This design comes from an exercise in tuning for small area on the open sky130 flow, not from production work. At most, simulation tests tie the RTL to the original design; equivalence was not proved. No driver is modelled on the clock port, so clocking that relies on it looks cheaper here than on a real chip. Power and IR drop assume default switching activity.

## old
==> flow/design.v (excerpt) <==
module rtlfa32_4(s, cout, a, b, cin, clk);
	input [31:0] a, b;
	input cin, clk;
	output cout;
	output [31:0] s;
	wire [31:0] bs;           
	wire [32:1] k;            
	wire [6:0] bc;            
	assign bs[0] = a[0] ^ b[0] ^ cin;
	assign k[1] = ~((~a[0] & ~b[0]) | (~cin & ~a[0]) | (~b[0] & ~cin));
	assign bs[1] = a[1] ^ b[1] ^ k[1];
	assign k[2] = ~((~a[1] & ~b[1]) | (~k[1] & ~a[1]) | (~b[1] & ~k[1]));
	assign bs[2] = a[2] ^ b[2] ^ k[2];
	assign k[3] = ~((~a[2] & ~b[2]) | (~k[2] & ~a[2]) | (~b[2] & ~k[2]));
	assign bs[3] = a[3] ^ b[3] ^ k[3];
	assign k[4] = ~((~a[3] & ~b[3]) | (~k[3] & ~a[3]) | (~b[3] & ~k[3]));
	assign bc[0] = k[4];
	assign bs[4] = a[4] ^ b[4];
	assign k[5] = a[4] & b[4];
	assign bs[5] = a[5] ^ b[5] ^ k[5];
	assign k[6] = ~((~a[5] & ~b[5]) | (~k[5] & ~a[5]) | (~b[5] & ~k[5]));
	assign bs[6] = a[6] ^ b[6] ^ k[6];
	assign k[7] = ~((~a[6] & ~b[6]) | (~k[6] & ~a[6]) | (~b[6] & ~k[6]));
	assign bs[7] = a[7] ^ b[7] ^ k[7];
	assign k[8] = ~((~a[7] & ~b[7]) | (~k[7] & ~a[7]) | (~b[7] & ~k[7]));
	assign bs[8] = a[8] ^ b[8] ^ k[8];
	assign k[9] = ~((~a[8] & ~b[8]) | (~k[8] & ~a[8]) | (~b[8] & ~k[8]));
	assign bc[1] = k[9];
	assign bs[9] = a[9] ^ b[9];
	assign k[10] = a[9] & b[9];
	assign bs[10] = a[10] ^ b[10] ^ k[10];
	assign k[11] = ~((~a[10] & ~b[10]) | (~k[10] & ~a[10]) | (~b[10] & ~k[10]));
	assign bs[11] = a[11] ^ b[11] ^ k[11];
	assign k[12] = ~((~a[11] & ~b[11]) | (~k[11] & ~a[11]) | (~b[11] & ~k[11]));
	assign bs[12] = a[12] ^ b[12] ^ k[12];
	assign k[13] = ~((~a[12] & ~b[12]) | (~k[12] & ~a[12]) | (~b[12] & ~k[12]));
	assign bs[13] = a[13] ^ b[13] ^ k[13];
	assign k[14] = ~((~a[13] & ~b[13]) | (~k[13] & ~a[13]) | (~b[13] & ~k[13]));
	assign bc[2] = k[14];
	assign bs[14] = a[14] ^ b[14];
	assign k[15] = a[14] & b[14];
	assign bs[15] = a[15] ^ b[15] ^ k[15];
	assign k[16] = ~((~a[15] & ~b[15]) | (~k[15] & ~a[15]) | (~b[15] & ~k[15]));
	assign bs[16] = a[16] ^ b[16] ^ k[16];
	assign k[17] = ~((~a[16] & ~b[16]) | (~k[16] & ~a[16]) | (~b[16] & ~k[16]));
	assign bs[17] = a[17] ^ b[17] ^ k[17];
	assign k[18] = ~((~a[17] & ~b[17]) | (~k[17] & ~a[17]) | (~b[17] & ~k[17]));
	assign bs[18] = a[18] ^ b[18] ^ k[18];
	assign k[19] = ~((~a[18] & ~b[18]) | (~k[18] & ~a[18]) | (~b[18] & ~k[18]));
	assign bc[3] = k[19];
  ...
For scale: roughly 370 cells after synthesis, about 270 flip-flops, ~6500 um^2 of cells after synthesis.
export LEC_CHECK = 0
export ABC_AREA = 1
export CAP_MARGIN = 20
export CORE_MARGIN = 2
export CORE_UTILIZATION = 40
export SLEW_MARGIN = 20
create_clock -name core_clock -period 2.0 [get_ports {clk}]
standard.sh (not shown) runs the stock make flow with config.mk's settings and CLKGATE_MAP_FILE= SYNTH_SCRIPT=/design/flow/synth_recipe.tcl, a recipe that flattens the netlist after the stock synthesis.
==> flow/flow/run.sh <==
#!/bin/bash
# Standard ORFS layout, except:
# - the port buffers are the smallest buffer (sky130_fd_sc_hd__buf_1);
# - clock tree synthesis clusters more flip-flops per leaf buffer and adds
#   no dummy loads;
# - the floorplan step does not size gates for timing (with ideal clocks);
#   timing is repaired after clock tree synthesis.
set -euo pipefail
bash standard.sh finish \
  REMOVE_ABC_BUFFERS=1 \
  "BUFFER_PORTS_ARGS=-buffer_cell sky130_fd_sc_hd__buf_1" \
  "CTS_ARGS=-sink_clustering_enable -repair_clock_nets -buf_list sky130_fd_sc_hd__clkbuf_8 -sink_clustering_size 20 -sink_clustering_max_diameter 60 -dont_use_dummy_load" \
  > standard.log 2>&1
#### Input delta (new over old)
==> flow/flow/run.sh <==
#!/bin/bash
# Standard ORFS layout, except:
# - the port buffers are the smallest buffer (sky130_fd_sc_hd__buf_1);
# - clock tree synthesis clusters more flip-flops per leaf buffer and adds
#   no dummy loads.
set -euo pipefail
bash standard.sh finish \
  "BUFFER_PORTS_ARGS=-buffer_cell sky130_fd_sc_hd__buf_1" \
  "CTS_ARGS=-sink_clustering_enable -repair_clock_nets -buf_list sky130_fd_sc_hd__clkbuf_8 -sink_clustering_size 20 -sink_clustering_max_diameter 60 -dont_use_dummy_load" \
  > standard.log 2>&1
Findings:
There was hardly any difference in total via count after detailed routing between old and new. Internal portion of total power was higher in new than in old. old -> new: effective utilization at floorplan delta 0, exact match. Any difference in sequential standard cell area between old and new is small enough to ignore. Taking old as the reference point, the clock power of new rises by about 4%. Re smallest setup slack after layout: old was lower than new. Comparing new and old, the higher wire length is on new. The growth of design area from synthesis to finish reported for new is greater than that of old by 1.9 points. In terms of cell count, old and new differ only marginally.
Function was not checked in any run of this note: the RTL went through the layout flow alone.

---

The RTL this note starts from:
==> flow/design.v <==
module rtlfa32_4(s, cout, a, b, cin, clk);
	input [31:0] a, b;
	input cin, clk;
	output cout;
	output [31:0] s;
	wire [31:0] bs;           
	wire [32:1] k;            
	wire [6:0] bc;            
	assign bs[0] = a[0] ^ b[0] ^ cin;
	assign k[1] = ~((~a[0] & ~b[0]) | (~cin & ~a[0]) | (~b[0] & ~cin));
	assign bs[1] = a[1] ^ b[1] ^ k[1];
	assign k[2] = ~((~a[1] & ~b[1]) | (~k[1] & ~a[1]) | (~b[1] & ~k[1]));
	assign bs[2] = a[2] ^ b[2] ^ k[2];
	assign k[3] = ~((~a[2] & ~b[2]) | (~k[2] & ~a[2]) | (~b[2] & ~k[2]));
	assign bs[3] = a[3] ^ b[3] ^ k[3];
	assign k[4] = ~((~a[3] & ~b[3]) | (~k[3] & ~a[3]) | (~b[3] & ~k[3]));
	assign bc[0] = k[4];
	assign bs[4] = a[4] ^ b[4];
	assign k[5] = a[4] & b[4];
	assign bs[5] = a[5] ^ b[5] ^ k[5];
	assign k[6] = ~((~a[5] & ~b[5]) | (~k[5] & ~a[5]) | (~b[5] & ~k[5]));
	assign bs[6] = a[6] ^ b[6] ^ k[6];
	assign k[7] = ~((~a[6] & ~b[6]) | (~k[6] & ~a[6]) | (~b[6] & ~k[6]));
	assign bs[7] = a[7] ^ b[7] ^ k[7];
	assign k[8] = ~((~a[7] & ~b[7]) | (~k[7] & ~a[7]) | (~b[7] & ~k[7]));
	assign bc[1] = k[8];
	assign bs[8] = a[8] ^ b[8];
	assign k[9] = a[8] & b[8];
	assign bs[9] = a[9] ^ b[9] ^ k[9];
	assign k[10] = ~((~a[9] & ~b[9]) | (~k[9] & ~a[9]) | (~b[9] & ~k[9]));
	assign bs[10] = a[10] ^ b[10] ^ k[10];
	assign k[11] = ~((~a[10] & ~b[10]) | (~k[10] & ~a[10]) | (~b[10] & ~k[10]));
	assign bs[11] = a[11] ^ b[11] ^ k[11];
	assign k[12] = ~((~a[11] & ~b[11]) | (~k[11] & ~a[11]) | (~b[11] & ~k[11]));
	assign bs[12] = a[12] ^ b[12] ^ k[12];
	assign k[13] = ~((~a[12] & ~b[12]) | (~k[12] & ~a[12]) | (~b[12] & ~k[12]));
	assign bc[2] = k[13];
	assign bs[13] = a[13] ^ b[13];
	assign k[14] = a[13] & b[13];
	assign bs[14] = a[14] ^ b[14] ^ k[14];
	assign k[15] = ~((~a[14] & ~b[14]) | (~k[14] & ~a[14]) | (~b[14] & ~k[14]));
	assign bs[15] = a[15] ^ b[15] ^ k[15];
	assign k[16] = ~((~a[15] & ~b[15]) | (~k[15] & ~a[15]) | (~b[15] & ~k[15]));
	assign bs[16] = a[16] ^ b[16] ^ k[16];
	assign k[17] = ~((~a[16] & ~b[16]) | (~k[16] & ~a[16]) | (~b[16] & ~k[16]));
	assign bs[17] = a[17] ^ b[17] ^ k[17];
	assign k[18] = ~((~a[17] & ~b[17]) | (~k[17] & ~a[17]) | (~b[17] & ~k[17]));
	assign bc[3] = k[18];
	assign bs[18] = a[18] ^ b[18];
	assign k[19] = a[18] & b[18];
	assign bs[19] = a[19] ^ b[19] ^ k[19];
	assign k[20] = ~((~a[19] & ~b[19]) | (~k[19] & ~a[19]) | (~b[19] & ~k[19]));
	assign bs[20] = a[20] ^ b[20] ^ k[20];
	assign k[21] = ~((~a[20] & ~b[20]) | (~k[20] & ~a[20]) | (~b[20] & ~k[20]));
	assign bs[21] = a[21] ^ b[21] ^ k[21];
	assign k[22] = ~((~a[21] & ~b[21]) | (~k[21] & ~a[21]) | (~b[21] & ~k[21]));
	assign bs[22] = a[22] ^ b[22] ^ k[22];
	assign k[23] = ~((~a[22] & ~b[22]) | (~k[22] & ~a[22]) | (~b[22] & ~k[22]));
	assign bc[4] = k[23];
	assign bs[23] = a[23] ^ b[23];
	assign k[24] = a[23] & b[23];
	assign bs[24] = a[24] ^ b[24] ^ k[24];
	assign k[25] = ~((~a[24] & ~b[24]) | (~k[24] & ~a[24]) | (~b[24] & ~k[24]));
	assign bs[25] = a[25] ^ b[25] ^ k[25];
	assign k[26] = ~((~a[25] & ~b[25]) | (~k[25] & ~a[25]) | (~b[25] & ~k[25]));
	assign bs[26] = a[26] ^ b[26] ^ k[26];
	assign k[27] = ~((~a[26] & ~b[26]) | (~k[26] & ~a[26]) | (~b[26] & ~k[26]));
	assign bs[27] = a[27] ^ b[27] ^ k[27];
	assign k[28] = ~((~a[27] & ~b[27]) | (~k[27] & ~a[27]) | (~b[27] & ~k[27]));
	assign bc[5] = k[28];
	assign bs[28] = a[28] ^ b[28];
	assign k[29] = a[28] & b[28];
	assign bs[29] = a[29] ^ b[29] ^ k[29];
	assign k[30] = ~((~a[29] & ~b[29]) | (~k[29] & ~a[29]) | (~b[29] & ~k[29]));
	assign bs[30] = a[30] ^ b[30] ^ k[30];
	assign k[31] = ~((~a[30] & ~b[30]) | (~k[30] & ~a[30]) | (~b[30] & ~k[30]));
	assign bs[31] = a[31] ^ b[31] ^ k[31];
	assign k[32] = ~((~a[31] & ~b[31]) | (~k[31] & ~a[31]) | (~b[31] & ~k[31]));
	assign bc[6] = k[32];
	reg [31:0] ps;
	reg [6:0] pc;
	always @(posedge clk) begin
		ps <= bs;
		pc <= bc;
	end
	wire [7:1] ci;
	wire [31:4] t;            
	wire [31:0] rs;
	assign ci[1] = pc[0];
	assign ci[2] = pc[1] | (&ps[7:4] & ci[1]);
	assign ci[3] = pc[2] | (&ps[12:8] & ci[2]);
	assign ci[4] = pc[3] | (&ps[17:13] & ci[3]);
	assign ci[5] = pc[4] | (&ps[22:18] & ci[4]);
	assign ci[6] = pc[5] | (&ps[27:23] & ci[5]);
	assign ci[7] = pc[6] | (&ps[31:28] & ci[6]);
	assign rs[3:0] = ps[3:0];
	assign t[4] = ci[1];
	assign rs[4] = ps[4] ^ t[4];
	assign t[5] = ps[4] & t[4];
	assign rs[5] = ps[5] ^ t[5];
	assign t[6] = ps[5] & t[5];
	assign rs[6] = ps[6] ^ t[6];
	assign t[7] = ps[6] & t[6];
	assign rs[7] = ps[7] ^ t[7];
	assign t[8] = ci[2];
	assign rs[8] = ps[8] ^ t[8];
	assign t[9] = ps[8] & t[8];
	assign rs[9] = ps[9] ^ t[9];
	assign t[10] = ps[9] & t[9];
	assign rs[10] = ps[10] ^ t[10];
	assign t[11] = ps[10] & t[10];
	assign rs[11] = ps[11] ^ t[11];
	assign t[12] = ps[11] & t[11];
	assign rs[12] = ps[12] ^ t[12];
	assign t[13] = ci[3];
	assign rs[13] = ps[13] ^ t[13];
	assign t[14] = ps[13] & t[13];
	assign rs[14] = ps[14] ^ t[14];
	assign t[15] = ps[14] & t[14];
	assign rs[15] = ps[15] ^ t[15];
	assign t[16] = ps[15] & t[15];
	assign rs[16] = ps[16] ^ t[16];
	assign t[17] = ps[16] & t[16];
	assign rs[17] = ps[17] ^ t[17];
	assign t[18] = ci[4];
	assign rs[18] = ps[18] ^ t[18];
	assign t[19] = ps[18] & t[18];
	assign rs[19] = ps[19] ^ t[19];
	assign t[20] = ps[19] & t[19];
	assign rs[20] = ps[20] ^ t[20];
	assign t[21] = ps[20] & t[20];
	assign rs[21] = ps[21] ^ t[21];
	assign t[22] = ps[21] & t[21];
	assign rs[22] = ps[22] ^ t[22];
	assign t[23] = ci[5];
	assign rs[23] = ps[23] ^ t[23];
	assign t[24] = ps[23] & t[23];
	assign rs[24] = ps[24] ^ t[24];
	assign t[25] = ps[24] & t[24];
	assign rs[25] = ps[25] ^ t[25];
	assign t[26] = ps[25] & t[25];
	assign rs[26] = ps[26] ^ t[26];
	assign t[27] = ps[26] & t[26];
	assign rs[27] = ps[27] ^ t[27];
	assign t[28] = ci[6];
	assign rs[28] = ps[28] ^ t[28];
	assign t[29] = ps[28] & t[28];
	assign rs[29] = ps[29] ^ t[29];
	assign t[30] = ps[29] & t[29];
	assign rs[30] = ps[30] ^ t[30];
	assign t[31] = ps[30] & t[30];
	assign rs[31] = ps[31] ^ t[31];
	reg [32:0] r1, r2, r3, r4, r5, r6, r7;
	always @(posedge clk) begin
		r1 <= {ci[7], rs};
		r2 <= r1;
		r3 <= r2;
		r4 <= r3;
		r5 <= r4;
		r6 <= r5;
		r7 <= r6;
	end
	assign {cout, s} = r7;
endmodule
==> flow/config.mk <==
export PLATFORM = sky130hd
export DESIGN_NAME = rtlfa32_4
export DESIGN_NICKNAME = rtlfa32_4
export VERILOG_FILES = /design/flow/design.v
export SDC_FILE = /design/flow/constraint.sdc
export NUM_CORES = 4
export LEC_CHECK = 0
export ABC_AREA = 1
export CAP_MARGIN = 20
export CORE_MARGIN = 2
export CORE_UTILIZATION = 65
export SLEW_MARGIN = 20
==> flow/constraint.sdc <==
create_clock -name core_clock -period 2.0 [get_ports {clk}]
set_input_delay 0.4000 -clock core_clock [delete_from_list [all_inputs] [get_ports {clk}]]
set_output_delay 0.4000 -clock core_clock [all_outputs]
set_load 0.01 [all_outputs]
==> flow/flow/run.sh <==
#!/bin/bash
# Standard ORFS layout, except:
# - the port buffers are the smallest buffer (sky130_fd_sc_hd__buf_1);
# - clock tree synthesis clusters more flip-flops per leaf buffer and adds
#   no dummy loads.
set -euo pipefail
bash standard.sh finish \
  "BUFFER_PORTS_ARGS=-buffer_cell sky130_fd_sc_hd__buf_1" \
  "CTS_ARGS=-sink_clustering_enable -repair_clock_nets -buf_list sky130_fd_sc_hd__clkbuf_8 -sink_clustering_size 20 -sink_clustering_max_diameter 60 -dont_use_dummy_load" \
  > standard.log 2>&1
The first run produced a clean layout.
Then changed:
==> flow/flow/run.sh (replaced) <==
#!/bin/bash
# Standard ORFS layout, except:
# - the port buffers are the smallest buffer (sky130_fd_sc_hd__buf_1);
# - clock tree synthesis clusters more flip-flops per leaf buffer and adds
#   no dummy loads;
# - the floorplan step does not size gates for timing (with ideal clocks);
#   timing is repaired after clock tree synthesis.
set -euo pipefail
bash standard.sh finish \
  REMOVE_ABC_BUFFERS=1 \
  "BUFFER_PORTS_ARGS=-buffer_cell sky130_fd_sc_hd__buf_1" \
  "CTS_ARGS=-sink_clustering_enable -repair_clock_nets -buf_list sky130_fd_sc_hd__clkbuf_8 -sink_clustering_size 24 -sink_clustering_max_diameter 50 -dont_use_dummy_load" \
  > standard.log 2>&1
--- a/flow/config.mk
+++ b/flow/config.mk
@@ -9,4 +9,5 @@
 export CAP_MARGIN = 20
 export CORE_MARGIN = 2
-export CORE_UTILIZATION = 65
+export CORE_UTILIZATION = 40
+export PLACE_DENSITY = 0.8
 export SLEW_MARGIN = 20
The new run passed the timing, design-rule and antenna checks.
Routed wire length went up by 12%.
Cell area stays flat.
Via count is lower by 0.61%.

-- static timing again, ports no longer ideal --
In the flow no input, the clock included, has a driving cell. The finished layouts below were timed again as built, in two steps.
Step 1 sets driving cells, clkbuf_16 on the clock port and buf_2 on the other inputs (assumed; they add their load-dependent delay and slew).
Step 2 adds t to the input delays and takes it off the output delays; t is the mean of the earliest and latest rising clock arrival at the registers after step 1. Input paths then give back, and output paths get back, about the clock's delay inside the block.
a / b / c = ideal / step 1 / step 2; a / b = the first two.
| run | t, ns | setup WS [ns] | clock arrival spread, ns |
|---|---|---|---|
| old | 0.510 | 0.054 / 0.066 / -0.444 | 0.047 / 0.048 |
| new | 0.504 | 0.134 / 0.134 / -0.348 | 0.056 / 0.055 |
| the first run of note 2 | 0.509 | 0.139 / 0.139 / -0.276 | 0.041 / 0.040 |
| the second run of note 2 | 0.512 | 0.044 / 0.052 / -0.460 | 0.055 / 0.055 |
With both steps, setup timing fails in every run listed, where it was met with ideal ports. For the second run of note 2, which loses most, drivers alone change the setup slack by +0.008 ns; drivers and shift together by -0.504 ns.
